From an optimization exercise on the open Yosys and OpenROAD flow, aimed at small area and a short achievable clock period; shortcuts taken in it are not production practice.
In this exercise RTL edits were held to simulation tests only and were not proved equivalent to the original.
Power figures rest on the tool's default switching activity, not on a simulated workload.

## flow/standard.sh

```bash
#!/bin/bash
# synth_recipe.tcl (not shown) runs the flow's synth.tcl, then flattens the netlist and writes it again
# the make line also repeats each setting of config.mk as NAME=value (left out here)
make -C /OpenROAD-flow-scripts/flow DESIGN_CONFIG=/design/flow/config.mk WORK_HOME=/design/flow/orfs CLKGATE_MAP_FILE= SYNTH_SCRIPT=/design/flow/synth_recipe.tcl "${@:-finish}"
```

## flow/config.mk

```make
export PLATFORM = sky130hd
export DESIGN_NAME = MAC
export DESIGN_NICKNAME = MAC
export VERILOG_FILES = /design/flow/design.v
export SDC_FILE = /design/flow/constraint.sdc
export NUM_CORES = 4
export LEC_CHECK = 0
export CAP_MARGIN = 20
export CORE_MARGIN = 2
export CORE_UTILIZATION = 60
export CTS_BUF_LIST = sky130_fd_sc_hd__clkbuf_4 sky130_fd_sc_hd__clkbuf_8
export PLACE_DENSITY = 0.7
export SLEW_MARGIN = 20
```

## flow/constraint.sdc

```tcl
create_clock -name core_clock -period 12.0 [get_ports {i_clk}]
set_input_delay 2.4000 -clock core_clock [delete_from_list [all_inputs] [get_ports {i_clk}]]
set_output_delay 2.4000 -clock core_clock [all_outputs]
set_load 0.01 [all_outputs]
```

## flow/flow/run.sh

```bash
#!/bin/bash
set -euo pipefail
export BUFFER_PORTS_ARGS="-buffer_cell sky130_fd_sc_hd__buf_2"
export SYNTH_ARGS="-noabc"
export SETUP_SLACK_MARGIN=6.6
bash standard.sh > standard.log 2>&1
```

## flow/design.v

```verilog
module MAC #(parameter ABIT = 16, BBIT = 16, EBIT = 8)
(
	i_clk,
	i_a, i_b, i_loadVal,
	i_load, i_add, i_useMul,
	o_result
);
	input i_clk, i_load, i_add, i_useMul;
	input signed [15:0] i_a;
	input signed [15:0] i_b;
	input signed [39:0] i_loadVal;
	output signed [39:0] o_result;
  reg [39:0] S;
  reg [27:0] C;   
  wire one1;
  wire two2;
  wire neg3;
  wire x4;
  wire x5;
  wire x6;
  wire x7;
  wire x8;
  wire x9;
  wire x10;
  wire x11;
  wire x12;
  wire x13;
  wire x14;
  wire x15;
  wire x16;
  wire x17;
  wire x18;
  wire x19;
  wire pp20;
  wire pp21;
  wire pp22;
  wire pp23;
  wire pp24;
  wire pp25;
  wire pp26;
  wire pp27;
  wire pp28;
  wire pp29;
  wire pp30;
  wire pp31;
  wire pp32;
  wire pp33;
  wire pp34;
  wire pp35;
  wire pp36;
  wire pp37;
  wire negc38;
  wire one39;
  wire two40;
  wire neg41;
  wire x42;
  wire x43;
  wire x44;
  wire x45;
  wire x46;
  wire x47;
  wire x48;
  wire x49;
  wire x50;
  wire x51;
  wire x52;
  wire x53;
  wire x54;
  wire x55;
  wire x56;
  wire x57;
  wire pp58;
  wire pp59;
  wire pp60;
  wire pp61;
  wire pp62;
  wire pp63;
  wire pp64;
  wire pp65;
  wire pp66;
  wire pp67;
  wire pp68;
  wire pp69;
  wire pp70;
  wire pp71;
  wire pp72;
  wire pp73;
  wire pp74;
  wire pp75;
  wire negc76;
  wire one77;
  wire two78;
  wire neg79;
  wire x80;
  wire x81;
  wire x82;
  wire x83;
  wire x84;
  wire x85;
  wire x86;
  wire x87;
  wire x88;
  wire x89;
  wire x90;
  wire x91;
  wire x92;
  wire x93;
  wire x94;
  wire x95;
  wire pp96;
  wire pp97;
  wire pp98;
  wire pp99;
  wire pp100;
  wire pp101;
  wire pp102;
  wire pp103;
  wire pp104;
  wire pp105;
  wire pp106;
  wire pp107;
  wire pp108;
  wire pp109;
  wire pp110;
  wire pp111;
  wire pp112;
  wire pp113;
  wire negc114;
  wire one115;
  wire two116;
  wire neg117;
  wire x118;
  wire x119;
  wire x120;
  wire x121;
  wire x122;
  wire x123;
  wire x124;
  wire x125;
  wire x126;
  wire x127;
  wire x128;
  wire x129;
  wire x130;
  wire x131;
  wire x132;
  wire x133;
  wire pp134;
  wire pp135;
  wire pp136;
  wire pp137;
  wire pp138;
  wire pp139;
  wire pp140;
  wire pp141;
  wire pp142;
  wire pp143;
  wire pp144;
  wire pp145;
  wire pp146;
  wire pp147;
  wire pp148;
  wire pp149;
  wire pp150;
  wire pp151;
  wire negc152;
  wire one153;
  wire two154;
  wire neg155;
  wire x156;
  wire x157;
  wire x158;
  wire x159;
  wire x160;
  wire x161;
  wire x162;
  wire x163;
  wire x164;
  wire x165;
  wire x166;
  wire x167;
  wire x168;
  wire x169;
  wire x170;
  wire x171;
  wire pp172;
  wire pp173;
  wire pp174;
  wire pp175;
  wire pp176;
  wire pp177;
  wire pp178;
  wire pp179;
  wire pp180;
  wire pp181;
  wire pp182;
  wire pp183;
  wire pp184;
  wire pp185;
  wire pp186;
  wire pp187;
  wire pp188;
  wire pp189;
  wire negc190;
  wire one191;
  wire two192;
  wire neg193;
  wire x194;
  wire x195;
  wire x196;
  wire x197;
  wire x198;
  wire x199;
  wire x200;
  wire x201;
  wire x202;
  wire x203;
  wire x204;
  wire x205;
  wire x206;
  wire x207;
  wire x208;
  wire x209;
  wire pp210;
  wire pp211;
  wire pp212;
  wire pp213;
  wire pp214;
  wire pp215;
  wire pp216;
  wire pp217;
  wire pp218;
  wire pp219;
  wire pp220;
  wire pp221;
  wire pp222;
  wire pp223;
  wire pp224;
  wire pp225;
  wire pp226;
  wire pp227;
  wire negc228;
  wire one229;
  wire two230;
  wire neg231;
  wire x232;
  wire x233;
  wire x234;
  wire x235;
  wire x236;
  wire x237;
  wire x238;
  wire x239;
  wire x240;
  wire x241;
  wire x242;
  wire x243;
  wire x244;
  wire x245;
  wire x246;
  wire x247;
  wire pp248;
  wire pp249;
  wire pp250;
  wire pp251;
  wire pp252;
  wire pp253;
  wire pp254;
  wire pp255;
  wire pp256;
  wire pp257;
  wire pp258;
  wire pp259;
  wire pp260;
  wire pp261;
  wire pp262;
  wire pp263;
  wire pp264;
  wire pp265;
  wire negc266;
  wire one267;
  wire two268;
  wire neg269;
  wire x270;
  wire x271;
  wire x272;
  wire x273;
  wire x274;
  wire x275;
  wire x276;
  wire x277;
  wire x278;
  wire x279;
  wire x280;
  wire x281;
  wire x282;
  wire x283;
  wire x284;
  wire x285;
  wire pp286;
  wire pp287;
  wire pp288;
  wire pp289;
  wire pp290;
  wire pp291;
  wire pp292;
  wire pp293;
  wire pp294;
  wire pp295;
  wire pp296;
  wire pp297;
  wire pp298;
  wire pp299;
  wire pp300;
  wire pp301;
  wire pp302;
  wire pp303;
  wire negc304;
  wire base305;
  wire base306;
  wire base307;
  wire base308;
  wire base309;
  wire base310;
  wire base311;
  wire base312;
  wire base313;
  wire base314;
  wire base315;
  wire base316;
  wire base317;
  wire base318;
  wire base319;
  wire base320;
  wire base321;
  wire base322;
  wire base323;
  wire base324;
  wire base325;
  wire base326;
  wire base327;
  wire base328;
  wire base329;
  wire base330;
  wire base331;
  wire base332;
  wire base333;
  wire base334;
  wire base335;
  wire base336;
  wire base337;
  wire base338;
  wire base339;
  wire base340;
  wire base341;
  wire base342;
  wire base343;
  wire base344;
  wire [7:0] btop345;
  wire n346;
  wire n347;
  wire n348;
  wire n349;
  wire n350;
  wire n351;
  wire n352;
  wire n353;
  wire n354;
  wire n355;
  wire n356;
  wire n357;
  wire n358;
  wire n359;
  wire n360;
  wire n361;
  wire n362;
  wire n363;
  wire n364;
  wire n365;
  wire n366;
  wire n367;
  wire n368;
  wire n369;
  wire n370;
  wire n371;
  wire n372;
  wire n373;
  wire n374;
  wire n375;
  wire n376;
  wire n377;
  wire n378;
  wire n379;
  wire n380;
  wire n381;
  wire n382;
  wire n383;
  wire n384;
  wire n385;
  wire n386;
  wire n387;
  wire n388;
  wire n389;
  wire n390;
  wire n391;
  wire n392;
  wire n393;
  wire n394;
  wire n395;
  wire n396;
  wire n397;
  wire n398;
  wire n399;
  wire n400;
  wire n401;
  wire n402;
  wire n403;
  wire n404;
  wire n405;
  wire n406;
  wire n407;
  wire n408;
  wire n409;
  wire n410;
  wire n411;
  wire n412;
  wire n413;
  wire n414;
  wire n415;
  wire n416;
  wire n417;
  wire n418;
  wire n419;
  wire n420;
  wire n421;
  wire n422;
  wire n423;
  wire n424;
  wire n425;
  wire n426;
  wire n427;
  wire n428;
  wire n429;
  wire n430;
  wire n431;
  wire n432;
  wire n433;
  wire n434;
  wire n435;
  wire n436;
  wire n437;
  wire n438;
  wire n439;
  wire n440;
  wire n441;
  wire n442;
  wire n443;
  wire n444;
  wire n445;
  wire n446;
  wire n447;
  wire n448;
  wire n449;
  wire n450;
  wire n451;
  wire n452;
  wire n453;
  wire n454;
  wire n455;
  wire n456;
  wire n457;
  wire n458;
  wire n459;
  wire n460;
  wire n461;
  wire n462;
  wire n463;
  wire n464;
  wire n465;
  wire n466;
  wire n467;
  wire n468;
  wire n469;
  wire n470;
  wire n471;
  wire n472;
  wire n473;
  wire n474;
  wire n475;
  wire n476;
  wire n477;
  wire n478;
  wire n479;
  wire n480;
  wire n481;
  wire n482;
  wire n483;
  wire n484;
  wire n485;
  wire n486;
  wire n487;
  wire n488;
  wire n489;
  wire n490;
  wire n491;
  wire n492;
  wire n493;
  wire n494;
  wire n495;
  wire n496;
  wire n497;
  wire n498;
  wire n499;
  wire n500;
  wire n501;
  wire n502;
  wire n503;
  wire n504;
  wire n505;
  wire n506;
  wire n507;
  wire n508;
  wire n509;
  wire n510;
  wire n511;
  wire n512;
  wire n513;
  wire n514;
  wire n515;
  wire n516;
  wire n517;
  wire n518;
  wire n519;
  wire n520;
  wire n521;
  wire n522;
  wire n523;
  wire n524;
  wire n525;
  wire n526;
  wire n527;
  wire n528;
  wire n529;
  wire n530;
  wire n531;
  wire n532;
  wire n533;
  wire n534;
  wire n535;
  wire n536;
  wire n537;
  wire n538;
  wire n539;
  wire n540;
  wire n541;
  wire n542;
  wire n543;
  wire n544;
  wire n545;
  wire n546;
  wire n547;
  wire n548;
  wire n549;
  wire n550;
  wire n551;
  wire n552;
  wire n553;
  wire n554;
  wire n555;
  wire n556;
  wire n557;
  wire n558;
  wire n559;
  wire n560;
  wire n561;
  wire n562;
  wire n563;
  wire n564;
  wire n565;
  wire n566;
  wire n567;
  wire n568;
  wire n569;
  wire n570;
  wire n571;
  wire n572;
  wire n573;
  wire n574;
  wire n575;
  wire n576;
  wire n577;
  wire n578;
  wire n579;
  wire n580;
  wire n581;
  wire n582;
  wire n583;
  wire n584;
  wire n585;
  wire n586;
  wire n587;
  wire n588;
  wire n589;
  wire n590;
  wire n591;
  wire n592;
  wire n593;
  wire n594;
  wire n595;
  wire n596;
  wire n597;
  wire n598;
  wire n599;
  wire n600;
  wire n601;
  wire n602;
  wire n603;
  wire n604;
  wire n605;
  wire n606;
  wire n607;
  wire n608;
  wire n609;
  wire n610;
  wire n611;
  wire n612;
  wire n613;
  wire n614;
  wire n615;
  wire n616;
  wire n617;
  wire n618;
  wire n619;
  wire n620;
  wire n621;
  wire n622;
  wire n623;
  wire n624;
  wire n625;
  wire n626;
  wire n627;
  wire n628;
  wire n629;
  wire n630;
  wire n631;
  wire n632;
  wire n633;
  assign one1 = i_useMul & i_b[0];
  assign two2 = i_useMul & i_b[1] & ~i_b[0];
  assign neg3 = i_b[1] ^ ~i_add;
  assign x4 = i_a[0] ^ neg3;
  assign x5 = i_a[1] ^ neg3;
  assign x6 = i_a[2] ^ neg3;
  assign x7 = i_a[3] ^ neg3;
  assign x8 = i_a[4] ^ neg3;
  assign x9 = i_a[5] ^ neg3;
  assign x10 = i_a[6] ^ neg3;
  assign x11 = i_a[7] ^ neg3;
  assign x12 = i_a[8] ^ neg3;
  assign x13 = i_a[9] ^ neg3;
  assign x14 = i_a[10] ^ neg3;
  assign x15 = i_a[11] ^ neg3;
  assign x16 = i_a[12] ^ neg3;
  assign x17 = i_a[13] ^ neg3;
  assign x18 = i_a[14] ^ neg3;
  assign x19 = i_a[15] ^ neg3;
  assign pp20 = (one1 & x4) | (two2 & neg3);
  assign pp21 = (one1 & x5) | (two2 & x4);
  assign pp22 = (one1 & x6) | (two2 & x5);
  assign pp23 = (one1 & x7) | (two2 & x6);
  assign pp24 = (one1 & x8) | (two2 & x7);
  assign pp25 = (one1 & x9) | (two2 & x8);
  assign pp26 = (one1 & x10) | (two2 & x9);
  assign pp27 = (one1 & x11) | (two2 & x10);
  assign pp28 = (one1 & x12) | (two2 & x11);
  assign pp29 = (one1 & x13) | (two2 & x12);
  assign pp30 = (one1 & x14) | (two2 & x13);
  assign pp31 = (one1 & x15) | (two2 & x14);
  assign pp32 = (one1 & x16) | (two2 & x15);
  assign pp33 = (one1 & x17) | (two2 & x16);
  assign pp34 = (one1 & x18) | (two2 & x17);
  assign pp35 = (one1 & x19) | (two2 & x18);
  assign pp36 = (one1 & x19) | (two2 & x19);
  assign pp37 = ~pp36;
  assign negc38 = neg3 & (one1 | two2);
  assign one39 = i_useMul & (i_b[2] ^ i_b[1]);
  assign two40 = i_useMul & ((i_b[3] & ~i_b[2] & ~i_b[1]) | (~i_b[3] & i_b[2] & i_b[1]));
  assign neg41 = i_b[3] ^ ~i_add;
  assign x42 = i_a[0] ^ neg41;
  assign x43 = i_a[1] ^ neg41;
  assign x44 = i_a[2] ^ neg41;
  assign x45 = i_a[3] ^ neg41;
  assign x46 = i_a[4] ^ neg41;
  assign x47 = i_a[5] ^ neg41;
  assign x48 = i_a[6] ^ neg41;
  assign x49 = i_a[7] ^ neg41;
  assign x50 = i_a[8] ^ neg41;
  assign x51 = i_a[9] ^ neg41;
  assign x52 = i_a[10] ^ neg41;
  assign x53 = i_a[11] ^ neg41;
  assign x54 = i_a[12] ^ neg41;
  assign x55 = i_a[13] ^ neg41;
  assign x56 = i_a[14] ^ neg41;
  assign x57 = i_a[15] ^ neg41;
  assign pp58 = (one39 & x42) | (two40 & neg41);
  assign pp59 = (one39 & x43) | (two40 & x42);
  assign pp60 = (one39 & x44) | (two40 & x43);
  assign pp61 = (one39 & x45) | (two40 & x44);
  assign pp62 = (one39 & x46) | (two40 & x45);
  assign pp63 = (one39 & x47) | (two40 & x46);
  assign pp64 = (one39 & x48) | (two40 & x47);
  assign pp65 = (one39 & x49) | (two40 & x48);
  assign pp66 = (one39 & x50) | (two40 & x49);
  assign pp67 = (one39 & x51) | (two40 & x50);
  assign pp68 = (one39 & x52) | (two40 & x51);
  assign pp69 = (one39 & x53) | (two40 & x52);
  assign pp70 = (one39 & x54) | (two40 & x53);
  assign pp71 = (one39 & x55) | (two40 & x54);
  assign pp72 = (one39 & x56) | (two40 & x55);
  assign pp73 = (one39 & x57) | (two40 & x56);
  assign pp74 = (one39 & x57) | (two40 & x57);
  assign pp75 = ~pp74;
  assign negc76 = neg41 & (one39 | two40);
  assign one77 = i_useMul & (i_b[4] ^ i_b[3]);
  assign two78 = i_useMul & ((i_b[5] & ~i_b[4] & ~i_b[3]) | (~i_b[5] & i_b[4] & i_b[3]));
  assign neg79 = i_b[5] ^ ~i_add;
  assign x80 = i_a[0] ^ neg79;
  assign x81 = i_a[1] ^ neg79;
  assign x82 = i_a[2] ^ neg79;
  assign x83 = i_a[3] ^ neg79;
  assign x84 = i_a[4] ^ neg79;
  assign x85 = i_a[5] ^ neg79;
  assign x86 = i_a[6] ^ neg79;
  assign x87 = i_a[7] ^ neg79;
  assign x88 = i_a[8] ^ neg79;
  assign x89 = i_a[9] ^ neg79;
  assign x90 = i_a[10] ^ neg79;
  assign x91 = i_a[11] ^ neg79;
  assign x92 = i_a[12] ^ neg79;
  assign x93 = i_a[13] ^ neg79;
  assign x94 = i_a[14] ^ neg79;
  assign x95 = i_a[15] ^ neg79;
  assign pp96 = (one77 & x80) | (two78 & neg79);
  assign pp97 = (one77 & x81) | (two78 & x80);
  assign pp98 = (one77 & x82) | (two78 & x81);
  assign pp99 = (one77 & x83) | (two78 & x82);
  assign pp100 = (one77 & x84) | (two78 & x83);
  assign pp101 = (one77 & x85) | (two78 & x84);
  assign pp102 = (one77 & x86) | (two78 & x85);
  assign pp103 = (one77 & x87) | (two78 & x86);
  assign pp104 = (one77 & x88) | (two78 & x87);
  assign pp105 = (one77 & x89) | (two78 & x88);
  assign pp106 = (one77 & x90) | (two78 & x89);
  assign pp107 = (one77 & x91) | (two78 & x90);
  assign pp108 = (one77 & x92) | (two78 & x91);
  assign pp109 = (one77 & x93) | (two78 & x92);
  assign pp110 = (one77 & x94) | (two78 & x93);
  assign pp111 = (one77 & x95) | (two78 & x94);
  assign pp112 = (one77 & x95) | (two78 & x95);
  assign pp113 = ~pp112;
  assign negc114 = neg79 & (one77 | two78);
  assign one115 = i_useMul & (i_b[6] ^ i_b[5]);
  assign two116 = i_useMul & ((i_b[7] & ~i_b[6] & ~i_b[5]) | (~i_b[7] & i_b[6] & i_b[5]));
  assign neg117 = i_b[7] ^ ~i_add;
  assign x118 = i_a[0] ^ neg117;
  assign x119 = i_a[1] ^ neg117;
  assign x120 = i_a[2] ^ neg117;
  assign x121 = i_a[3] ^ neg117;
  assign x122 = i_a[4] ^ neg117;
  assign x123 = i_a[5] ^ neg117;
  assign x124 = i_a[6] ^ neg117;
  assign x125 = i_a[7] ^ neg117;
  assign x126 = i_a[8] ^ neg117;
  assign x127 = i_a[9] ^ neg117;
  assign x128 = i_a[10] ^ neg117;
  assign x129 = i_a[11] ^ neg117;
  assign x130 = i_a[12] ^ neg117;
  assign x131 = i_a[13] ^ neg117;
  assign x132 = i_a[14] ^ neg117;
  assign x133 = i_a[15] ^ neg117;
  assign pp134 = (one115 & x118) | (two116 & neg117);
  assign pp135 = (one115 & x119) | (two116 & x118);
  assign pp136 = (one115 & x120) | (two116 & x119);
  assign pp137 = (one115 & x121) | (two116 & x120);
  assign pp138 = (one115 & x122) | (two116 & x121);
  assign pp139 = (one115 & x123) | (two116 & x122);
  assign pp140 = (one115 & x124) | (two116 & x123);
  assign pp141 = (one115 & x125) | (two116 & x124);
  assign pp142 = (one115 & x126) | (two116 & x125);
  assign pp143 = (one115 & x127) | (two116 & x126);
  assign pp144 = (one115 & x128) | (two116 & x127);
  assign pp145 = (one115 & x129) | (two116 & x128);
  assign pp146 = (one115 & x130) | (two116 & x129);
  assign pp147 = (one115 & x131) | (two116 & x130);
  assign pp148 = (one115 & x132) | (two116 & x131);
  assign pp149 = (one115 & x133) | (two116 & x132);
  assign pp150 = (one115 & x133) | (two116 & x133);
  assign pp151 = ~pp150;
  assign negc152 = neg117 & (one115 | two116);
  assign one153 = i_useMul & (i_b[8] ^ i_b[7]);
  assign two154 = i_useMul & ((i_b[9] & ~i_b[8] & ~i_b[7]) | (~i_b[9] & i_b[8] & i_b[7]));
  assign neg155 = i_b[9] ^ ~i_add;
  assign x156 = i_a[0] ^ neg155;
  assign x157 = i_a[1] ^ neg155;
  assign x158 = i_a[2] ^ neg155;
  assign x159 = i_a[3] ^ neg155;
  assign x160 = i_a[4] ^ neg155;
  assign x161 = i_a[5] ^ neg155;
  assign x162 = i_a[6] ^ neg155;
  assign x163 = i_a[7] ^ neg155;
  assign x164 = i_a[8] ^ neg155;
  assign x165 = i_a[9] ^ neg155;
  assign x166 = i_a[10] ^ neg155;
  assign x167 = i_a[11] ^ neg155;
  assign x168 = i_a[12] ^ neg155;
  assign x169 = i_a[13] ^ neg155;
  assign x170 = i_a[14] ^ neg155;
  assign x171 = i_a[15] ^ neg155;
  assign pp172 = (one153 & x156) | (two154 & neg155);
  assign pp173 = (one153 & x157) | (two154 & x156);
  assign pp174 = (one153 & x158) | (two154 & x157);
  assign pp175 = (one153 & x159) | (two154 & x158);
  assign pp176 = (one153 & x160) | (two154 & x159);
  assign pp177 = (one153 & x161) | (two154 & x160);
  assign pp178 = (one153 & x162) | (two154 & x161);
  assign pp179 = (one153 & x163) | (two154 & x162);
  assign pp180 = (one153 & x164) | (two154 & x163);
  assign pp181 = (one153 & x165) | (two154 & x164);
  assign pp182 = (one153 & x166) | (two154 & x165);
  assign pp183 = (one153 & x167) | (two154 & x166);
  assign pp184 = (one153 & x168) | (two154 & x167);
  assign pp185 = (one153 & x169) | (two154 & x168);
  assign pp186 = (one153 & x170) | (two154 & x169);
  assign pp187 = (one153 & x171) | (two154 & x170);
  assign pp188 = (one153 & x171) | (two154 & x171);
  assign pp189 = ~pp188;
  assign negc190 = neg155 & (one153 | two154);
  assign one191 = i_useMul & (i_b[10] ^ i_b[9]);
  assign two192 = i_useMul & ((i_b[11] & ~i_b[10] & ~i_b[9]) | (~i_b[11] & i_b[10] & i_b[9]));
  assign neg193 = i_b[11] ^ ~i_add;
  assign x194 = i_a[0] ^ neg193;
  assign x195 = i_a[1] ^ neg193;
  assign x196 = i_a[2] ^ neg193;
  assign x197 = i_a[3] ^ neg193;
  assign x198 = i_a[4] ^ neg193;
  assign x199 = i_a[5] ^ neg193;
  assign x200 = i_a[6] ^ neg193;
  assign x201 = i_a[7] ^ neg193;
  assign x202 = i_a[8] ^ neg193;
  assign x203 = i_a[9] ^ neg193;
  assign x204 = i_a[10] ^ neg193;
  assign x205 = i_a[11] ^ neg193;
  assign x206 = i_a[12] ^ neg193;
  assign x207 = i_a[13] ^ neg193;
  assign x208 = i_a[14] ^ neg193;
  assign x209 = i_a[15] ^ neg193;
  assign pp210 = (one191 & x194) | (two192 & neg193);
  assign pp211 = (one191 & x195) | (two192 & x194);
  assign pp212 = (one191 & x196) | (two192 & x195);
  assign pp213 = (one191 & x197) | (two192 & x196);
  assign pp214 = (one191 & x198) | (two192 & x197);
  assign pp215 = (one191 & x199) | (two192 & x198);
  assign pp216 = (one191 & x200) | (two192 & x199);
  assign pp217 = (one191 & x201) | (two192 & x200);
  assign pp218 = (one191 & x202) | (two192 & x201);
  assign pp219 = (one191 & x203) | (two192 & x202);
  assign pp220 = (one191 & x204) | (two192 & x203);
  assign pp221 = (one191 & x205) | (two192 & x204);
  assign pp222 = (one191 & x206) | (two192 & x205);
  assign pp223 = (one191 & x207) | (two192 & x206);
  assign pp224 = (one191 & x208) | (two192 & x207);
  assign pp225 = (one191 & x209) | (two192 & x208);
  assign pp226 = (one191 & x209) | (two192 & x209);
  assign pp227 = ~pp226;
  assign negc228 = neg193 & (one191 | two192);
  assign one229 = i_useMul & (i_b[12] ^ i_b[11]);
  assign two230 = i_useMul & ((i_b[13] & ~i_b[12] & ~i_b[11]) | (~i_b[13] & i_b[12] & i_b[11]));
  assign neg231 = i_b[13] ^ ~i_add;
  assign x232 = i_a[0] ^ neg231;
  assign x233 = i_a[1] ^ neg231;
  assign x234 = i_a[2] ^ neg231;
  assign x235 = i_a[3] ^ neg231;
  assign x236 = i_a[4] ^ neg231;
  assign x237 = i_a[5] ^ neg231;
  assign x238 = i_a[6] ^ neg231;
  assign x239 = i_a[7] ^ neg231;
  assign x240 = i_a[8] ^ neg231;
  assign x241 = i_a[9] ^ neg231;
  assign x242 = i_a[10] ^ neg231;
  assign x243 = i_a[11] ^ neg231;
  assign x244 = i_a[12] ^ neg231;
  assign x245 = i_a[13] ^ neg231;
  assign x246 = i_a[14] ^ neg231;
  assign x247 = i_a[15] ^ neg231;
  assign pp248 = (one229 & x232) | (two230 & neg231);
  assign pp249 = (one229 & x233) | (two230 & x232);
  assign pp250 = (one229 & x234) | (two230 & x233);
  assign pp251 = (one229 & x235) | (two230 & x234);
  assign pp252 = (one229 & x236) | (two230 & x235);
  assign pp253 = (one229 & x237) | (two230 & x236);
  assign pp254 = (one229 & x238) | (two230 & x237);
  assign pp255 = (one229 & x239) | (two230 & x238);
  assign pp256 = (one229 & x240) | (two230 & x239);
  assign pp257 = (one229 & x241) | (two230 & x240);
  assign pp258 = (one229 & x242) | (two230 & x241);
  assign pp259 = (one229 & x243) | (two230 & x242);
  assign pp260 = (one229 & x244) | (two230 & x243);
  assign pp261 = (one229 & x245) | (two230 & x244);
  assign pp262 = (one229 & x246) | (two230 & x245);
  assign pp263 = (one229 & x247) | (two230 & x246);
  assign pp264 = (one229 & x247) | (two230 & x247);
  assign pp265 = ~pp264;
  assign negc266 = neg231 & (one229 | two230);
  assign one267 = i_useMul & (i_b[14] ^ i_b[13]);
  assign two268 = i_useMul & ((i_b[15] & ~i_b[14] & ~i_b[13]) | (~i_b[15] & i_b[14] & i_b[13]));
  assign neg269 = i_b[15] ^ ~i_add;
  assign x270 = i_a[0] ^ neg269;
  assign x271 = i_a[1] ^ neg269;
  assign x272 = i_a[2] ^ neg269;
  assign x273 = i_a[3] ^ neg269;
  assign x274 = i_a[4] ^ neg269;
  assign x275 = i_a[5] ^ neg269;
  assign x276 = i_a[6] ^ neg269;
  assign x277 = i_a[7] ^ neg269;
  assign x278 = i_a[8] ^ neg269;
  assign x279 = i_a[9] ^ neg269;
  assign x280 = i_a[10] ^ neg269;
  assign x281 = i_a[11] ^ neg269;
  assign x282 = i_a[12] ^ neg269;
  assign x283 = i_a[13] ^ neg269;
  assign x284 = i_a[14] ^ neg269;
  assign x285 = i_a[15] ^ neg269;
  assign pp286 = (one267 & x270) | (two268 & neg269);
  assign pp287 = (one267 & x271) | (two268 & x270);
  assign pp288 = (one267 & x272) | (two268 & x271);
  assign pp289 = (one267 & x273) | (two268 & x272);
  assign pp290 = (one267 & x274) | (two268 & x273);
  assign pp291 = (one267 & x275) | (two268 & x274);
  assign pp292 = (one267 & x276) | (two268 & x275);
  assign pp293 = (one267 & x277) | (two268 & x276);
  assign pp294 = (one267 & x278) | (two268 & x277);
  assign pp295 = (one267 & x279) | (two268 & x278);
  assign pp296 = (one267 & x280) | (two268 & x279);
  assign pp297 = (one267 & x281) | (two268 & x280);
  assign pp298 = (one267 & x282) | (two268 & x281);
  assign pp299 = (one267 & x283) | (two268 & x282);
  assign pp300 = (one267 & x284) | (two268 & x283);
  assign pp301 = (one267 & x285) | (two268 & x284);
  assign pp302 = (one267 & x285) | (two268 & x285);
  assign pp303 = ~pp302;
  assign negc304 = neg269 & (one267 | two268);
  assign base305 = i_load ? i_loadVal[0] : o_result[0];
  assign base306 = i_load ? i_loadVal[1] : o_result[1];
  assign base307 = i_load ? i_loadVal[2] : o_result[2];
  assign base308 = i_load ? i_loadVal[3] : o_result[3];
  assign base309 = i_load ? i_loadVal[4] : o_result[4];
  assign base310 = i_load ? i_loadVal[5] : o_result[5];
  assign base311 = i_load ? i_loadVal[6] : o_result[6];
  assign base312 = i_load ? i_loadVal[7] : o_result[7];
  assign base313 = i_load ? i_loadVal[8] : o_result[8];
  assign base314 = i_load ? i_loadVal[9] : o_result[9];
  assign base315 = i_load ? i_loadVal[10] : o_result[10];
  assign base316 = i_load ? i_loadVal[11] : o_result[11];
  assign base317 = i_load ? i_loadVal[12] : o_result[12];
  assign base318 = i_load ? i_loadVal[13] : o_result[13];
  assign base319 = i_load ? i_loadVal[14] : o_result[14];
  assign base320 = i_load ? i_loadVal[15] : o_result[15];
  assign base321 = i_load ? i_loadVal[16] : o_result[16];
  assign base322 = i_load ? i_loadVal[17] : o_result[17];
  assign base323 = i_load ? i_loadVal[18] : o_result[18];
  assign base324 = i_load ? i_loadVal[19] : o_result[19];
  assign base325 = i_load ? i_loadVal[20] : o_result[20];
  assign base326 = i_load ? i_loadVal[21] : o_result[21];
  assign base327 = i_load ? i_loadVal[22] : o_result[22];
  assign base328 = i_load ? i_loadVal[23] : o_result[23];
  assign base329 = i_load ? i_loadVal[24] : o_result[24];
  assign base330 = i_load ? i_loadVal[25] : o_result[25];
  assign base331 = i_load ? i_loadVal[26] : o_result[26];
  assign base332 = i_load ? i_loadVal[27] : o_result[27];
  assign base333 = i_load ? i_loadVal[28] : o_result[28];
  assign base334 = i_load ? i_loadVal[29] : o_result[29];
  assign base335 = i_load ? i_loadVal[30] : o_result[30];
  assign base336 = i_load ? i_loadVal[31] : o_result[31];
  assign base337 = i_load ? i_loadVal[32] : o_result[32];
  assign base338 = i_load ? i_loadVal[33] : o_result[33];
  assign base339 = i_load ? i_loadVal[34] : o_result[34];
  assign base340 = i_load ? i_loadVal[35] : o_result[35];
  assign base341 = i_load ? i_loadVal[36] : o_result[36];
  assign base342 = i_load ? i_loadVal[37] : o_result[37];
  assign base343 = i_load ? i_loadVal[38] : o_result[38];
  assign base344 = i_load ? i_loadVal[39] : o_result[39];
  assign btop345 = {base344, base343, base342, base341, base340, base339, base338, base337} + 8'd255;
  assign n346 = base305 ^ pp20 ^ negc38;
  assign n347 = (base305 & pp20) | (base305 & negc38) | (pp20 & negc38);
  assign n348 = base306 ^ pp21 ^ n347;
  assign n349 = (base306 & pp21) | (base306 & n347) | (pp21 & n347);
  assign n350 = base307 ^ pp22 ^ pp58;
  assign n351 = (base307 & pp22) | (base307 & pp58) | (pp22 & pp58);
  assign n352 = negc76 ^ n350 ^ n349;
  assign n353 = (negc76 & n350) | (negc76 & n349) | (n350 & n349);
  assign n354 = base308 ^ pp23 ^ pp59;
  assign n355 = (base308 & pp23) | (base308 & pp59) | (pp23 & pp59);
  assign n356 = n351 ^ n354 ^ n353;
  assign n357 = (n351 & n354) | (n351 & n353) | (n354 & n353);
  assign n358 = base309 ^ pp24 ^ pp60;
  assign n359 = (base309 & pp24) | (base309 & pp60) | (pp24 & pp60);
  assign n360 = pp96 ^ negc114 ^ n355;
  assign n361 = (pp96 & negc114) | (pp96 & n355) | (negc114 & n355);
  assign n362 = n358 ^ n360;
  assign n363 = n358 & n360;
  assign n364 = base310 ^ pp25 ^ pp61;
  assign n365 = (base310 & pp25) | (base310 & pp61) | (pp25 & pp61);
  assign n366 = pp97 ^ n359 ^ n364;
  assign n367 = (pp97 & n359) | (pp97 & n364) | (n359 & n364);
  assign n368 = n361 ^ n366;
  assign n369 = n361 & n366;
  assign n370 = base311 ^ pp26 ^ pp62;
  assign n371 = (base311 & pp26) | (base311 & pp62) | (pp26 & pp62);
  assign n372 = pp98 ^ pp134 ^ negc152;
  assign n373 = (pp98 & pp134) | (pp98 & negc152) | (pp134 & negc152);
  assign n374 = n365 ^ n370 ^ n372;
  assign n375 = (n365 & n370) | (n365 & n372) | (n370 & n372);
  assign n376 = n367 ^ n374;
  assign n377 = n367 & n374;
  assign n378 = base312 ^ pp27 ^ pp63;
  assign n379 = (base312 & pp27) | (base312 & pp63) | (pp27 & pp63);
  assign n380 = pp99 ^ pp135 ^ n371;
  assign n381 = (pp99 & pp135) | (pp99 & n371) | (pp135 & n371);
  assign n382 = n373 ^ n378 ^ n380;
  assign n383 = (n373 & n378) | (n373 & n380) | (n378 & n380);
  assign n384 = n375 ^ n377;
  assign n385 = n375 & n377;
  assign n386 = base313 ^ pp28 ^ pp64;
  assign n387 = (base313 & pp28) | (base313 & pp64) | (pp28 & pp64);
  assign n388 = pp100 ^ pp136 ^ pp172;
  assign n389 = (pp100 & pp136) | (pp100 & pp172) | (pp136 & pp172);
  assign n390 = negc190 ^ n379 ^ n386;
  assign n391 = (negc190 & n379) | (negc190 & n386) | (n379 & n386);
  assign n392 = n388 ^ n381 ^ n390;
  assign n393 = (n388 & n381) | (n388 & n390) | (n381 & n390);
  assign n394 = n383 ^ n385;
  assign n395 = n383 & n385;
  assign n396 = base314 ^ pp29 ^ pp65;
  assign n397 = (base314 & pp29) | (base314 & pp65) | (pp29 & pp65);
  assign n398 = pp101 ^ pp137 ^ pp173;
  assign n399 = (pp101 & pp137) | (pp101 & pp173) | (pp137 & pp173);
  assign n400 = n387 ^ n389 ^ n396;
  assign n401 = (n387 & n389) | (n387 & n396) | (n389 & n396);
  assign n402 = n398 ^ n391 ^ n400;
  assign n403 = (n398 & n391) | (n398 & n400) | (n391 & n400);
  assign n404 = n393 ^ n402;
  assign n405 = n393 & n402;
  assign n406 = base315 ^ pp30 ^ pp66;
  assign n407 = (base315 & pp30) | (base315 & pp66) | (pp30 & pp66);
  assign n408 = pp102 ^ pp138 ^ pp174;
  assign n409 = (pp102 & pp138) | (pp102 & pp174) | (pp138 & pp174);
  assign n410 = pp210 ^ negc228 ^ n397;
  assign n411 = (pp210 & negc228) | (pp210 & n397) | (negc228 & n397);
  assign n412 = n399 ^ n406 ^ n408;
  assign n413 = (n399 & n406) | (n399 & n408) | (n406 & n408);
  assign n414 = n410 ^ n401 ^ n412;
  assign n415 = (n410 & n401) | (n410 & n412) | (n401 & n412);
  assign n416 = n403 ^ n414;
  assign n417 = n403 & n414;
  assign n418 = base316 ^ pp31 ^ pp67;
  assign n419 = (base316 & pp31) | (base316 & pp67) | (pp31 & pp67);
  assign n420 = pp103 ^ pp139 ^ pp175;
  assign n421 = (pp103 & pp139) | (pp103 & pp175) | (pp139 & pp175);
  assign n422 = pp211 ^ n407 ^ n409;
  assign n423 = (pp211 & n407) | (pp211 & n409) | (n407 & n409);
  assign n424 = n418 ^ n420 ^ n411;
  assign n425 = (n418 & n420) | (n418 & n411) | (n420 & n411);
  assign n426 = n422 ^ n413 ^ n424;
  assign n427 = (n422 & n413) | (n422 & n424) | (n413 & n424);
  assign n428 = n415 ^ n417;
  assign n429 = n415 & n417;
  assign n430 = base317 ^ pp32 ^ pp68;
  assign n431 = (base317 & pp32) | (base317 & pp68) | (pp32 & pp68);
  assign n432 = pp104 ^ pp140 ^ pp176;
  assign n433 = (pp104 & pp140) | (pp104 & pp176) | (pp140 & pp176);
  assign n434 = pp212 ^ pp248 ^ negc266;
  assign n435 = (pp212 & pp248) | (pp212 & negc266) | (pp248 & negc266);
  assign n436 = n419 ^ n421 ^ n430;
  assign n437 = (n419 & n421) | (n419 & n430) | (n421 & n430);
  assign n438 = n432 ^ n434 ^ n423;
  assign n439 = (n432 & n434) | (n432 & n423) | (n434 & n423);
  assign n440 = n436 ^ n425 ^ n438;
  assign n441 = (n436 & n425) | (n436 & n438) | (n425 & n438);
  assign n442 = n427 ^ n440;
  assign n443 = n427 & n440;
  assign n444 = base318 ^ pp33 ^ pp69;
  assign n445 = (base318 & pp33) | (base318 & pp69) | (pp33 & pp69);
  assign n446 = pp105 ^ pp141 ^ pp177;
  assign n447 = (pp105 & pp141) | (pp105 & pp177) | (pp141 & pp177);
  assign n448 = pp213 ^ pp249 ^ n431;
  assign n449 = (pp213 & pp249) | (pp213 & n431) | (pp249 & n431);
  assign n450 = n433 ^ n435 ^ n444;
  assign n451 = (n433 & n435) | (n433 & n444) | (n435 & n444);
  assign n452 = n446 ^ n448 ^ n437;
  assign n453 = (n446 & n448) | (n446 & n437) | (n448 & n437);
  assign n454 = n450 ^ n439 ^ n452;
  assign n455 = (n450 & n439) | (n450 & n452) | (n439 & n452);
  assign n456 = n441 ^ n454;
  assign n457 = n441 & n454;
  assign n458 = base319 ^ pp34 ^ pp70;
  assign n459 = (base319 & pp34) | (base319 & pp70) | (pp34 & pp70);
  assign n460 = pp106 ^ pp142 ^ pp178;
  assign n461 = (pp106 & pp142) | (pp106 & pp178) | (pp142 & pp178);
  assign n462 = pp214 ^ pp250 ^ pp286;
  assign n463 = (pp214 & pp250) | (pp214 & pp286) | (pp250 & pp286);
  assign n464 = negc304 ^ n445 ^ n447;
  assign n465 = (negc304 & n445) | (negc304 & n447) | (n445 & n447);
  assign n466 = n458 ^ n460 ^ n462;
  assign n467 = (n458 & n460) | (n458 & n462) | (n460 & n462);
  assign n468 = n449 ^ n464 ^ n451;
  assign n469 = (n449 & n464) | (n449 & n451) | (n464 & n451);
  assign n470 = n466 ^ n453 ^ n468;
  assign n471 = (n466 & n453) | (n466 & n468) | (n453 & n468);
  assign n472 = n455 ^ n470;
  assign n473 = n455 & n470;
  assign n474 = base320 ^ pp35 ^ pp71;
  assign n475 = (base320 & pp35) | (base320 & pp71) | (pp35 & pp71);
  assign n476 = pp107 ^ pp143 ^ pp179;
  assign n477 = (pp107 & pp143) | (pp107 & pp179) | (pp143 & pp179);
  assign n478 = pp215 ^ pp251 ^ pp287;
  assign n479 = (pp215 & pp251) | (pp215 & pp287) | (pp251 & pp287);
  assign n480 = n459 ^ n461 ^ n463;
  assign n481 = (n459 & n461) | (n459 & n463) | (n461 & n463);
  assign n482 = n474 ^ n476 ^ n478;
  assign n483 = (n474 & n476) | (n474 & n478) | (n476 & n478);
  assign n484 = n465 ^ n480 ^ n467;
  assign n485 = (n465 & n480) | (n465 & n467) | (n480 & n467);
  assign n486 = n482 ^ n469 ^ n484;
  assign n487 = (n482 & n469) | (n482 & n484) | (n469 & n484);
  assign n488 = n471 ^ n486;
  assign n489 = n471 & n486;
  assign n490 = ~(base321 ^ pp37);
  assign n491 = base321 | pp37;
  assign n492 = pp72 ^ pp108 ^ pp144;
  assign n493 = (pp72 & pp108) | (pp72 & pp144) | (pp108 & pp144);
  assign n494 = pp180 ^ pp216 ^ pp252;
  assign n495 = (pp180 & pp216) | (pp180 & pp252) | (pp216 & pp252);
  assign n496 = pp288 ^ n490 ^ n475;
  assign n497 = (pp288 & n490) | (pp288 & n475) | (n490 & n475);
  assign n498 = n477 ^ n479 ^ n492;
  assign n499 = (n477 & n479) | (n477 & n492) | (n479 & n492);
  assign n500 = n494 ^ n481 ^ n496;
  assign n501 = (n494 & n481) | (n494 & n496) | (n481 & n496);
  assign n502 = n483 ^ n498 ^ n485;
  assign n503 = (n483 & n498) | (n483 & n485) | (n498 & n485);
  assign n504 = n500 ^ n487 ^ n502;
  assign n505 = (n500 & n487) | (n500 & n502) | (n487 & n502);
  assign n506 = ~(base322 ^ pp73);
  assign n507 = base322 | pp73;
  assign n508 = pp109 ^ pp145 ^ pp181;
  assign n509 = (pp109 & pp145) | (pp109 & pp181) | (pp145 & pp181);
  assign n510 = pp217 ^ pp253 ^ pp289;
  assign n511 = (pp217 & pp253) | (pp217 & pp289) | (pp253 & pp289);
  assign n512 = n491 ^ n506 ^ n493;
  assign n513 = (n491 & n506) | (n491 & n493) | (n506 & n493);
  assign n514 = n495 ^ n508 ^ n510;
  assign n515 = (n495 & n508) | (n495 & n510) | (n508 & n510);
  assign n516 = n497 ^ n512 ^ n499;
  assign n517 = (n497 & n512) | (n497 & n499) | (n512 & n499);
  assign n518 = n514 ^ n501 ^ n516;
  assign n519 = (n514 & n501) | (n514 & n516) | (n501 & n516);
  assign n520 = n503 ^ n518;
  assign n521 = n503 & n518;
  assign n522 = base323 ^ pp75 ^ pp110;
  assign n523 = (base323 & pp75) | (base323 & pp110) | (pp75 & pp110);
  assign n524 = pp146 ^ pp182 ^ pp218;
  assign n525 = (pp146 & pp182) | (pp146 & pp218) | (pp182 & pp218);
  assign n526 = pp254 ^ pp290 ^ n507;
  assign n527 = (pp254 & pp290) | (pp254 & n507) | (pp290 & n507);
  assign n528 = n509 ^ n511 ^ n522;
  assign n529 = (n509 & n511) | (n509 & n522) | (n511 & n522);
  assign n530 = n524 ^ n526 ^ n513;
  assign n531 = (n524 & n526) | (n524 & n513) | (n526 & n513);
  assign n532 = n515 ^ n528 ^ n530;
  assign n533 = (n515 & n528) | (n515 & n530) | (n528 & n530);
  assign n534 = n517 ^ n532 ^ n519;
  assign n535 = (n517 & n532) | (n517 & n519) | (n532 & n519);
  assign n536 = ~(base324 ^ pp111);
  assign n537 = base324 | pp111;
  assign n538 = pp147 ^ pp183 ^ pp219;
  assign n539 = (pp147 & pp183) | (pp147 & pp219) | (pp183 & pp219);
  assign n540 = pp255 ^ pp291 ^ n536;
  assign n541 = (pp255 & pp291) | (pp255 & n536) | (pp291 & n536);
  assign n542 = n523 ^ n525 ^ n538;
  assign n543 = (n523 & n525) | (n523 & n538) | (n525 & n538);
  assign n544 = n527 ^ n540 ^ n529;
  assign n545 = (n527 & n540) | (n527 & n529) | (n540 & n529);
  assign n546 = n542 ^ n531 ^ n544;
  assign n547 = (n542 & n531) | (n542 & n544) | (n531 & n544);
  assign n548 = n533 ^ n546;
  assign n549 = n533 & n546;
  assign n550 = base325 ^ pp113 ^ pp148;
  assign n551 = (base325 & pp113) | (base325 & pp148) | (pp113 & pp148);
  assign n552 = pp184 ^ pp220 ^ pp256;
  assign n553 = (pp184 & pp220) | (pp184 & pp256) | (pp220 & pp256);
  assign n554 = pp292 ^ n537 ^ n539;
  assign n555 = (pp292 & n537) | (pp292 & n539) | (n537 & n539);
  assign n556 = n550 ^ n552 ^ n541;
  assign n557 = (n550 & n552) | (n550 & n541) | (n552 & n541);
  assign n558 = n554 ^ n543 ^ n556;
  assign n559 = (n554 & n543) | (n554 & n556) | (n543 & n556);
  assign n560 = n545 ^ n558 ^ n547;
  assign n561 = (n545 & n558) | (n545 & n547) | (n558 & n547);
  assign n562 = ~(base326 ^ pp149);
  assign n563 = base326 | pp149;
  assign n564 = pp185 ^ pp221 ^ pp257;
  assign n565 = (pp185 & pp221) | (pp185 & pp257) | (pp221 & pp257);
  assign n566 = pp293 ^ n562 ^ n551;
  assign n567 = (pp293 & n562) | (pp293 & n551) | (n562 & n551);
  assign n568 = n553 ^ n564 ^ n555;
  assign n569 = (n553 & n564) | (n553 & n555) | (n564 & n555);
  assign n570 = n566 ^ n557 ^ n568;
  assign n571 = (n566 & n557) | (n566 & n568) | (n557 & n568);
  assign n572 = n559 ^ n570;
  assign n573 = n559 & n570;
  assign n574 = base327 ^ pp151 ^ pp186;
  assign n575 = (base327 & pp151) | (base327 & pp186) | (pp151 & pp186);
  assign n576 = pp222 ^ pp258 ^ pp294;
  assign n577 = (pp222 & pp258) | (pp222 & pp294) | (pp258 & pp294);
  assign n578 = n563 ^ n565 ^ n574;
  assign n579 = (n563 & n565) | (n563 & n574) | (n565 & n574);
  assign n580 = n576 ^ n567 ^ n578;
  assign n581 = (n576 & n567) | (n576 & n578) | (n567 & n578);
  assign n582 = n569 ^ n580 ^ n571;
  assign n583 = (n569 & n580) | (n569 & n571) | (n580 & n571);
  assign n584 = ~(base328 ^ pp187);
  assign n585 = base328 | pp187;
  assign n586 = pp223 ^ pp259 ^ pp295;
  assign n587 = (pp223 & pp259) | (pp223 & pp295) | (pp259 & pp295);
  assign n588 = n584 ^ n575 ^ n577;
  assign n589 = (n584 & n575) | (n584 & n577) | (n575 & n577);
  assign n590 = n586 ^ n588 ^ n579;
  assign n591 = (n586 & n588) | (n586 & n579) | (n588 & n579);
  assign n592 = n581 ^ n590;
  assign n593 = n581 & n590;
  assign n594 = base329 ^ pp189 ^ pp224;
  assign n595 = (base329 & pp189) | (base329 & pp224) | (pp189 & pp224);
  assign n596 = pp260 ^ pp296 ^ n585;
  assign n597 = (pp260 & pp296) | (pp260 & n585) | (pp296 & n585);
  assign n598 = n587 ^ n594 ^ n596;
  assign n599 = (n587 & n594) | (n587 & n596) | (n594 & n596);
  assign n600 = n589 ^ n598 ^ n591;
  assign n601 = (n589 & n598) | (n589 & n591) | (n598 & n591);
  assign n602 = ~(base330 ^ pp225);
  assign n603 = base330 | pp225;
  assign n604 = pp261 ^ pp297 ^ n602;
  assign n605 = (pp261 & pp297) | (pp261 & n602) | (pp297 & n602);
  assign n606 = n595 ^ n597 ^ n604;
  assign n607 = (n595 & n597) | (n595 & n604) | (n597 & n604);
  assign n608 = n599 ^ n606;
  assign n609 = n599 & n606;
  assign n610 = base331 ^ pp227 ^ pp262;
  assign n611 = (base331 & pp227) | (base331 & pp262) | (pp227 & pp262);
  assign n612 = pp298 ^ n603 ^ n610;
  assign n613 = (pp298 & n603) | (pp298 & n610) | (n603 & n610);
  assign n614 = n605 ^ n612 ^ n607;
  assign n615 = (n605 & n612) | (n605 & n607) | (n612 & n607);
  assign n616 = ~(base332 ^ pp263);
  assign n617 = base332 | pp263;
  assign n618 = pp299 ^ n616 ^ n611;
  assign n619 = (pp299 & n616) | (pp299 & n611) | (n616 & n611);
  assign n620 = n618 ^ n613;
  assign n621 = n618 & n613;
  assign n622 = base333 ^ pp265 ^ pp300;
  assign n623 = (base333 & pp265) | (base333 & pp300) | (pp265 & pp300);
  assign n624 = n617 ^ n622 ^ n619;
  assign n625 = (n617 & n622) | (n617 & n619) | (n622 & n619);
  assign n626 = ~(base334 ^ pp301);
  assign n627 = base334 | pp301;
  assign n628 = n626 ^ n623;
  assign n629 = n626 & n623;
  assign n630 = base335 ^ pp303 ^ n627;
  assign n631 = (base335 & pp303) | (base335 & n627) | (pp303 & n627);
  assign n632 = ~(base336 ^ n631);
  assign n633 = base336 | n631;
  assign o_result = S + {1'b0, 1'b0, 1'b0, 1'b0, 1'b0, 1'b0, 1'b0, C[27], 1'b0, C[26], C[25], C[24], C[23], C[22], C[21], C[20], C[19], C[18], C[17], C[16], C[15], C[14], C[13], C[12], C[11], C[10], C[9], C[8], C[7], C[6], C[5], C[4], C[3], C[2], C[1], C[0], 1'b0, 1'b0, 1'b0, 1'b0};
  always @(posedge i_clk) begin
    S <= {btop345[7], btop345[6], btop345[5], btop345[4], btop345[3], btop345[2], btop345[1], btop345[0], n632, n629, n628, n621, n620, n609, n608, n593, n592, n573, n572, n549, n535, n521, n505, n489, n473, n457, n443, n429, n426, n405, n395, n392, n382, n369, n363, n362, n356, n352, n348, n346};
    C <= {n633, n630, n625, n624, n615, n614, n601, n600, n583, n582, n561, n560, n548, n534, n520, n504, n488, n472, n456, n442, n428, n416, n404, n394, n384, n376, n368, n357};
  end
endmodule
```

==> results of run 1 <==
[per-layer routing]
metal / vias up / wire [µm] / GRT usage (%)
met5: - / 0 / 0
met4: 0 / 870 / 8.12
met3: 100 / 2800 / 6.23
met2: 505 / 12800 / 50.4
met1: 4078 / 11700 / 45.9
li1: 3807 / - / -
[layout make-up]
cell class	instances	area (µm²)	area share, %
Tap cell	211	264	2.23
Clock buffer	10	131	1.11
Timing Repair Buffer	189	1310	11.0
Clock inverter	6	113	0.949
Inverter	46	180	1.52
Sequential cell	68	1370	11.5
Multi-Input combinational cell	835	8500	71.7
[power by group through the flow]
stage	Combinational, µW	Sequential (µW)	Clock, µW
after floorplan	1580	404	0
after CTS	2230	413	244
after global routing	2630	427	253
after global placement	2090	415	0
after detailed placement	2140	417	0
final	2320	418	241
[path summary, 6_finish.rpt]
path         start  endpoint  depth (start not counted)
max          i_add     C[16]                         12
min           S[0]      S[0]                          2
max reg2reg   C[0]     C[16]                         16
min reg2reg   S[0]      S[0]                          2
[cells by family after synthesis]
logic type / after synthesis
buf+inv: 123
flops: 68
fa+ha+maj: 174
xor+xnor: 196
compound gates: 241
mux: 32
simple gates: 190
[layout by cell type, fill, tap and decap left out, drive strengths merged, types with 11 or more instances in the layout]
| master | count |
|---|---|
| a21o | 16 |
| a21oi | 39 |
| a22oi | 16 |
| a31oi | 12 |
| buf | 187 |
| clkbuf | 11 |
| dfxtp | 68 |
| fa | 117 |
| ha | 57 |
| inv | 46 |
| mux2 | 11 |
| mux2i | 21 |
| nand2 | 79 |
| nand3 | 11 |
| nor2 | 39 |
| nor2b | 21 |
| o21ai | 28 |
| o22ai | 92 |
| xnor2 | 149 |
| xor2 | 47 |
[what timing repair did]
item / 4_1_cts / 5_1_grt
buffers inserted: 45 / 26
hold endpoints to repair: 0 / 0
gates cloned: 1 / 2
setup endpoints to repair: 53 / 37
resized for setup: 50 / 96
pin swaps: 23 / 34
[state kept, by name, summed over array words and instances (netlist names)]
name  cells
C        28
S        40
[through the flow]
stage          instances  cell area [µm²]  util [%]  hold slack (ps)  setup WS (ps)
2_1_floorplan       1024             9870         -              615           6180
3_3_place_gp        1275            10300      67.4              630           5570
3_5_place_dp        1275            10300      67.4              642           5530
4_1_cts             1337            11100      73.0              660           6600
5_1_grt             1365            11900      77.8              682           6480
6_report            1365            11900      77.8              654           6550
[worst max-delay path: cells and delay by family]
| kind | cells | cell delay, ps |
|---|---|---|
| and+or+nand+nor | 1 | 100 |
| adders and majority gates | 4 | 1870 |
| xor gates and xnor gates | 2 | 430 |
| buffers and inverters | 4 | 540 |
| AOI/OAI and AO/OA | 1 | 390 |
==> impl_metrics.ini, run 1 <==
[cts]
cts_num_sinks = 68
cts-root-buf = clkbuf_8
clk_path_buf_depth = 2
h-tree-depth = 3
clock_latency_ps = 380
cts_tree = yes
numCtsBuffers = 9
clkTransAtPathRegs_ps = 90
cts_hold_buf = 0

[sta]
rsz0062_at_grt = true
tightest_slew_ps = 603
finalHoldViolations = 0
maxSlewHeadroom_pct = 59.4
setup_viol = 0
period_share_pct = 45.4
max_freq_mhz = 183
slew_violations = 0
layout_min_cycle_time_ps = 5450
worst_clock_skew_ps = 19.4
tns_ps = 0

[synthesis]
synth_cells = 1024
synthMuxAreaShare_pct = 3.55
syn_area_um2 = 9410
ys_seq_area_share_pct = 14.5
synth_compound_area_share_pct = 16.5
synth_xor_area_share_pct = 18.2
async_flop_share_pct = 0
synth_top_area_share_pct = 24.9
synth-simple-area-share_pct = 9.68
synth_edf_count = 0
ys_warn_count = 1
synth_most_common_cell = xnor2_1
synth_commonest_cells = xnor2_1 (149), fa_1 (117), o22ai_1 (92)
synth_seq_cells = 68
syn_avg_cell_area_um2 = 9.19
synthAdderAreaFrac_pct = 32.5
synth_cell_types = 59
yosys-top-cells-area = fa_1 (25%), dfxtp_1 (14%), xnor2_1 (14%)
synthFlopType = dfxtp_1
synth_top_family_by_area = adder cells
synth_area_leader_cell = fa_1
syn-num-nets = 1274

[global_routing]
grt_max_degree = 39
track_usage_pct = 32.1
grt_pass1_vias = 7748
antenna_found_initial = 0
gr-total-overflow = 0
grt_pass1_wl_mm = 40.8

[die]
die_area_um2 = 16700
initial_core_util_pct = 61.6
die_y_um = 129
row_count = 45
boundaryPins = 116
core-area_um2 = 15300
fp.dieW_um = 129

[cells_and_area]
diodes = 0
layout.nets = 1399
drive_gt1_share_pct = 33.5
area_delta_synth_final_pct = 26.1
fillerInstances = 1051

[setup_path]
crit_required_ps = 12270
crit_arrival_ps = 5720
crit_fanout = 8
endpoint_kind = register
start_kind = primary input
cpMaxStageDelayCell = fa_1
critPathKind = primary input to register
reg2reg_slack_ps = 7190
cp_slowest_stage_delay_ps = 520
cp_common_cell = fa_1
crit_chain = buf_8 > buf_12 > xnor2_4 > buf_4 > xnor2_1 > nor2_1 > a31oi_1 > fa_1 > inv_1 > fa_1 > fa_1 > fa_2

[detailed_routing]
vias = 8490
dr.first_iter.drc_count = 936
avgRoutedWirePerCell_um = 20.6
first_pass_iters = 7
wirelength_mm = 28.2
remaining_drc_errors = 0
routed_via_density = 6.22
ant_nets = 0

[pwr]
p_leak_uw = 0.00516
power.share.clock_pct = 8.1
pwr_density_cell_nw_per_um2 = 251
pwr-share-comb_pct = 77.9
p_sw_uw = 1440
netSwitchingFraction_pct = 48.4
pwr-share-seq_pct = 14.0
internal_power_uw = 1540
p_total_uw = 2980
vdd_drop_max_uv = 203

[job]
cap_violations = 0

[place]
io_buffers = 115
routabilityCongestion = 0.939
dp.final_hpwl_mm = 19.9

[worst_hold_path]
hold_path.class = register to register

[run_status]
status = timing/DRC/antenna clean
==> inputs of run 2 (changes only) <==
==> flow/flow/run.sh (replaced) <==
#!/bin/bash
set -euo pipefail
export BUFFER_PORTS_ARGS="-buffer_cell sky130_fd_sc_hd__buf_2"
export SYNTH_ARGS="-noabc"
export SETUP_SLACK_MARGIN=6.5
bash standard.sh > standard.log 2>&1
--- a/flow/config.mk
+++ b/flow/config.mk
@@ -5,9 +5,9 @@
 export SDC_FILE = /design/flow/constraint.sdc
 export NUM_CORES = 4
 export LEC_CHECK = 0
-export CAP_MARGIN = 20
+export CAP_MARGIN = 5
 export CORE_MARGIN = 2
 export CORE_UTILIZATION = 60
 export CTS_BUF_LIST = sky130_fd_sc_hd__clkbuf_4 sky130_fd_sc_hd__clkbuf_8
 export PLACE_DENSITY = 0.7
-export SLEW_MARGIN = 20
+export SLEW_MARGIN = 5
==> run 2 against run 1 <==
Net effect: clock skew down 3.4 ps; count of clock-buffer cells in the layout did not move; flip-flop and latch count stayed put; routed wire length decreased by 10%; critical path type unchanged; critical endpoint is now C[7]; largest cell class unchanged; largest power group unchanged.
==> impl_metrics.ini, run 2 <==
[run_status]
status = timing/DRC/antenna clean

[sta]
max_freq_mhz = 183
finalHoldViolations = 0
slew_violations = 0
period_share_pct = 45.5
tns_ps = 0
tightest_slew_ps = 623
setup_viol = 0
layout_min_cycle_time_ps = 5460
maxSlewHeadroom_pct = 58.3
worst_clock_skew_ps = 16.0
setup_slack_ps = 6540
rsz0062_at_grt = true

[cells_and_area]
reg_top3 = S x40, C x28
largest_reg_flops = 40
area_delta_synth_final_pct = 17.7
design_area_um2 = 11100
diodes = 0
top_register = S
layout.cells.most_common = xnor2_1
layout.nets = 1372
final_cell_mix = xnor2_1 (136), buf_2 (113), o22ai_1 (86)
fin_cells = 1338
drive_gt1_share_pct = 25.9
post-route-util_pct = 72.5

[setup_path]
cp_slowest_stage_delay_ps = 490
crit_fanout = 11
critical_path_buf_inv_count = 3
cpMaxStageDelayCell = fa_1
endpoint_kind = register
crit_chain = buf_2 > buf_12 > and2_4 > nor2_4 > buf_4 > xnor2_1 > a22oi_1 > nor2b_1 > fa_1 > fa_1 > fa_1 > ha_1 > ha_1
cp_common_cell = fa_1
critPathKind = primary input to register
start_kind = primary input
critPathTopFamily = adder cells
crit_arrival_ps = 5710
crit_required_ps = 12250

[global_routing]
track_usage_pct = 31.1
grt_max_degree = 39
grt_pass1_wl_mm = 39.5
top_usage_layer = met2
grt_pass1_vias = 7487
use_met1_pct = 45.1
grtUsageMet3_pct = 4.91
grt_use_met2_pct = 47.3
gr-total-overflow = 0
antenna_found_initial = 0

[place]
io_buffers = 115
routabilityCongestion = 0.941
pre_cts_ws_ps = 5540
placed_cell_area_um2 = 10300
dp.final_hpwl_mm = 19.7
dp_cells = 1275

[worst_hold_path]
hold_path.class = register to register

[die]
core-area_um2 = 15300
boundaryPins = 116
row_count = 45
die_y_um = 129
die_area_um2 = 16700
fp.dieW_um = 129
initial_core_util_pct = 61.6

[detailed_routing]
avgRoutedWirePerCell_um = 18.9
ant_nets = 0
dr.first_iter.drc_count = 579
first_pass_iters = 5
wirelength_mm = 25.2
remaining_drc_errors = 0
routed_via_density = 5.94
vias = 7947

[pwr]
pwr_density_cell_nw_per_um2 = 255
power.share.clock_pct = 7.0
internal_power_uw = 1430
pwr-share-seq_pct = 14.6
p_sw_uw = 1380
vdd_drop_max_uv = 181
p_leak_uw = 0.00478
netSwitchingFraction_pct = 49.1
pwr-share-comb_pct = 78.3

[cts]
cts_tree = yes
cts_num_sinks = 68
clock_latency_ps = 380
clk_path_buf_depth = 2
numCtsBuffers = 9
cts-root-buf = clkbuf_8
clkTransAtPathRegs_ps = 80
h-tree-depth = 3

[synthesis]
synth_seq_cells = 68
synth_cell_types = 59
synth_area_leader_cell = fa_1
synth_cells = 1024
ys_warn_count = 1
async_flop_share_pct = 0
ys_seq_area_share_pct = 14.5
synth_commonest_cells = xnor2_1 (149), fa_1 (117), o22ai_1 (92)
yosys-top-cells-area = fa_1 (25%), dfxtp_1 (14%), xnor2_1 (14%)
syn_avg_cell_area_um2 = 9.19
synth_edf_count = 0
syn-num-nets = 1274
synth_top_area_share_pct = 24.9
synthFlopType = dfxtp_1
synth_most_common_cell = xnor2_1
syn_area_um2 = 9410

[job]
cap_violations = 0
[run 2: repair_timing]
item                       CTS  global route
gates resized for setup     28            28
hold buffers                 0             0
buffers inserted            33            13
gates cloned                 1             0
setup endpoints to repair   42            22
pin swaps                   12            12
[run 2: worst min-delay path, stage by stage (launching register included)]
cell and delay [ps]:
dfxtp_1 330, mux2_2 150, fa_1 140
[run 2: metrics by stage]
step / hold slack [ps] / total power [µW]
global placement: 627 / 2500
finish: 646 / 2820
floorplan: 615 / 1980
global route: 696 / 3150
detailed placement: 626 / 2540
CTS: 645 / 2800
[run 2: power by group through the flow]
stage	registers, µW	logic (µW)	clock network, µW
after detailed placement	417	2130	0
after floorplan	404	1580	0
after global placement	415	2080	0
after CTS	413	2190	201
final	413	2210	198
after global routing	424	2510	212
[run 2: routing by layer]
metal,part of all wire [%],vias to the layer above
met5,0,-
met4,3.5,0
met3,7.1,55
met2,44,349
met1,46,3816
li1,-,3727
[run 2: path summary, 6_finish.rpt]
path | to | cells after the start | slack [ps] | from
worst max-delay path | C[7] | 13 | 6540 | i_add
worst min-delay path | S[0] | 2 | 650 | S[0]
worst max register to register | C[16] | 16 | 7050 | C[0]
worst min register to register | S[0] | 2 | 650 | S[0]
[run 2: kinds of logic (layout without fill, tap and decap cells)]
| kind of cell | after synthesis | count (layout) | synth area share (%) |
|---|---|---|---|
| AOI/OAI and AO/OA | 241 | 241 | 16.5 |
| buffers and inverters | 123 | 226 | 5.08 |
| adders and majority gates | 174 | 174 | 32.5 |
| xor gates and xnor gates | 196 | 196 | 18.2 |
| and+or+nand+nor | 190 | 190 | 9.68 |
| DFF | 68 | 68 | 14.5 |
| muxes | 32 | 32 | 3.55 |
[run 2: final cells by class]
class,count,area (µm²)
Multi-Input combinational cell,833,8040
Fill cell,1209,4190
Sequential cell,68,1360
Timing Repair Buffer,164,1030
Tap cell,211,264
Inverter,46,178
Clock buffer,10,131
Clock inverter,6,63.8
==> inputs of run 3 (changes only) <==
--- a/flow/config.mk
+++ b/flow/config.mk
@@ -5,9 +5,10 @@
 export SDC_FILE = /design/flow/constraint.sdc
 export NUM_CORES = 4
 export LEC_CHECK = 0
-export CAP_MARGIN = 5
+export CAP_MARGIN = 20
 export CORE_MARGIN = 2
 export CORE_UTILIZATION = 60
 export CTS_BUF_LIST = sky130_fd_sc_hd__clkbuf_4 sky130_fd_sc_hd__clkbuf_8
+export GPL_ROUTABILITY_DRIVEN = 0
 export PLACE_DENSITY = 0.7
-export SLEW_MARGIN = 5
+export SLEW_MARGIN = 20
==> run 3 against run 2 <==
Net effect: via count unchanged; maximum frequency unchanged; global-route usage is the same; synthesized cell count is the same; die area unchanged; combinational power hardly changed; final area is the same; first-iteration DRC count unchanged; sequential power hardly changed; worst hold slack did not move; routed wire length is the same; critical path depth unchanged; largest cell class unchanged; highest routed layer unchanged.
==> impl_metrics.ini, run 3 <==
[run_status]
status = timing/DRC/antenna clean

[cells_and_area]
final_cell_mix = xnor2_1 (136), buf_2 (113), o22ai_1 (86)
layout.cells.most_common = xnor2_1
largest_reg_flops = 40
diodes = 0
layout.nets = 1372
area_delta_synth_final_pct = 17.7
top_register = S
drive_gt1_share_pct = 25.9
reg_top3 = S x40, C x28

[synthesis]
synth_commonest_cells = xnor2_1 (149), fa_1 (117), o22ai_1 (92)
yosys-top-cells-area = fa_1 (25%), dfxtp_1 (14%), xnor2_1 (14%)
synth_area_leader_cell = fa_1
synthFlopType = dfxtp_1
synth_seq_cells = 68
syn-num-nets = 1274
syn_avg_cell_area_um2 = 9.19
syn_area_um2 = 9410
synth_most_common_cell = xnor2_1
ys_seq_area_share_pct = 14.5
synth_top_area_share_pct = 24.9
synth_edf_count = 0
synth_cell_types = 59
async_flop_share_pct = 0
ys_warn_count = 1
synth_cells = 1024

[global_routing]
track_usage_pct = 31.1
grt_pass1_wl_mm = 39.5
grt_pass1_vias = 7487
gr-total-overflow = 0
grt_max_degree = 39
antenna_found_initial = 0

[die]
die_area_um2 = 16700
fp.dieW_um = 129
core-area_um2 = 15300
die_y_um = 129
initial_core_util_pct = 61.6
row_count = 45
boundaryPins = 116

[detailed_routing]
dr.first_iter.drc_count = 579
vias = 7947
routed_via_density = 5.94
remaining_drc_errors = 0
wirelength_mm = 25.2
avgRoutedWirePerCell_um = 18.9
first_pass_iters = 5
ant_nets = 0

[setup_path]
r2r-end = C[16]
reg2reg_depth = 16
endpoint_kind = register
crit_chain = buf_2 > buf_12 > and2_4 > nor2_4 > buf_4 > xnor2_1 > a22oi_1 > nor2b_1 > fa_1 > fa_1 > fa_1 > ha_1 > ha_1
start_kind = primary input
cp_slowest_stage_delay_ps = 490
critPathKind = primary input to register
crit-reg2reg-launch = C[0]
cpMaxStageDelayCell = fa_1
cp_common_cell = fa_1
reg2reg_slack_ps = 7050
crit_arrival_ps = 5710
crit_fanout = 11
crit_required_ps = 12250

[cts]
cts_num_sinks = 68
h-tree-depth = 3
cts-root-buf = clkbuf_8
cts_tree = yes
cts_hold_buf = 0
clk_path_buf_depth = 2
numCtsBuffers = 9
clkTransAtPathRegs_ps = 80
clock_latency_ps = 380

[sta]
setup_slack_ps = 6540
setup_viol = 0
worst_clock_skew_ps = 16.0
rsz0062_at_grt = true
finalHoldViolations = 0
layout_min_cycle_time_ps = 5460
maxSlewHeadroom_pct = 58.3
tightest_slew_ps = 623
period_share_pct = 45.5
slew_violations = 0
tns_ps = 0
max_freq_mhz = 183

[pwr]
pwr-share-seq_pct = 14.6
internal_power_uw = 1430
pwr_density_cell_nw_per_um2 = 255
vdd_drop_max_uv = 181
p_leak_uw = 0.00478
pwr-share-comb_pct = 78.3
p_sw_uw = 1380
power.share.clock_pct = 7.0
netSwitchingFraction_pct = 49.1

[worst_hold_path]
whs_path_depth = 2
hold_path.class = register to register
whs_endpoint = S[0]
worstHoldStart = S[0]

[place]
dp.final_hpwl_mm = 19.7
io_buffers = 115
pre_cts_ws_ps = 5540

[job]
cap_violations = 0
[run 3: power by group through the flow]
stage	combinational [µW]	sequential (µW)	clock [µW]
6_report	2210	413	198
5_1_grt	2510	424	212
4_1_cts	2190	413	201
3_5_place_dp	2130	417	0
3_3_place_gp	2080	415	0
2_1_floorplan	1580	404	0
[run 3: cells by family (layout without fill, tap and decap cells)]
logic type	after synthesis	count (layout)	synth area share, %
AOI/OAI and AO/OA	241	241	16.5
adders and majority gates	174	174	32.5
DFF	68	68	14.5
muxes	32	32	3.55
and+or+nand+nor	190	190	9.68
xor gates and xnor gates	196	196	18.2
buffers and inverters	123	226	5.08
[run 3: worst max-delay path, delay by kind of cell]
family	cells	cell delay, ps
adder cells (fa/ha/maj)	5	1890
XOR/XNOR	1	90
AND/OR/NAND/NOR	3	550
AO/OA/AOI/OAI	1	210
buffers and inverters	3	560
[run 3: final cells by class]
cell class	instances	area (µm²)
clock inverter	6	63.8
sequential	68	1360
clock buffer	10	131
tap	211	264
timing repair buffer	164	1030
fill	1209	4190
inverter	46	178
multi-input combinational	833	8040
[run 3: stage by stage]
stage	util (%)	instances	total power [µW]	hold slack (ps)	area, µm²
3_5_place_dp	67.3	1275	2540	626	10300
3_3_place_gp	67.3	1275	2500	627	10300
5_1_grt	72.5	1338	3150	696	11100
6_report	72.5	1338	2820	646	11100
2_1_floorplan	-	1024	1980	615	9850
4_1_cts	71.2	1325	2800	645	10900
[run 3: worst max-delay path by stage]
stage | start | end | slack (ps) | cells after the start
2_1_floorplan | i_add | C[12] | 6180 | 11
3_3_place_gp | i_add | C[12] | 5600 | 12
3_5_place_dp | i_add | C[12] | 5540 | 12
4_1_cts | i_add | C[9] | 6520 | 13
5_1_grt | i_add | C[12] | 6470 | 12
6_report | i_add | C[7] | 6540 | 13
[run 3: layer usage]
layer  vias to the layer above  track usage (%)  wire, µm
li1                       3727                -         -
met1                      3816             45.1     11500
met2                       349             47.3     11000
met3                        55             4.91      1800
met4                         0             12.0       873
met5                         -                0         0
[run 3: what timing repair did]
action,CTS,global route
endpoints found under the setup margin,42,22
buffers inserted,33,13
pin swaps,12,12
gates cloned,1,0
resized for setup,28,28

Setup slack of run 3, layout unchanged: 6.540 ns with ideal ports, 6.561 ns with driving cells assumed (clock clkbuf_16, inputs buf_2), 6.154 ns with port delays also shifted by the 0.407 ns mid clock arrival.
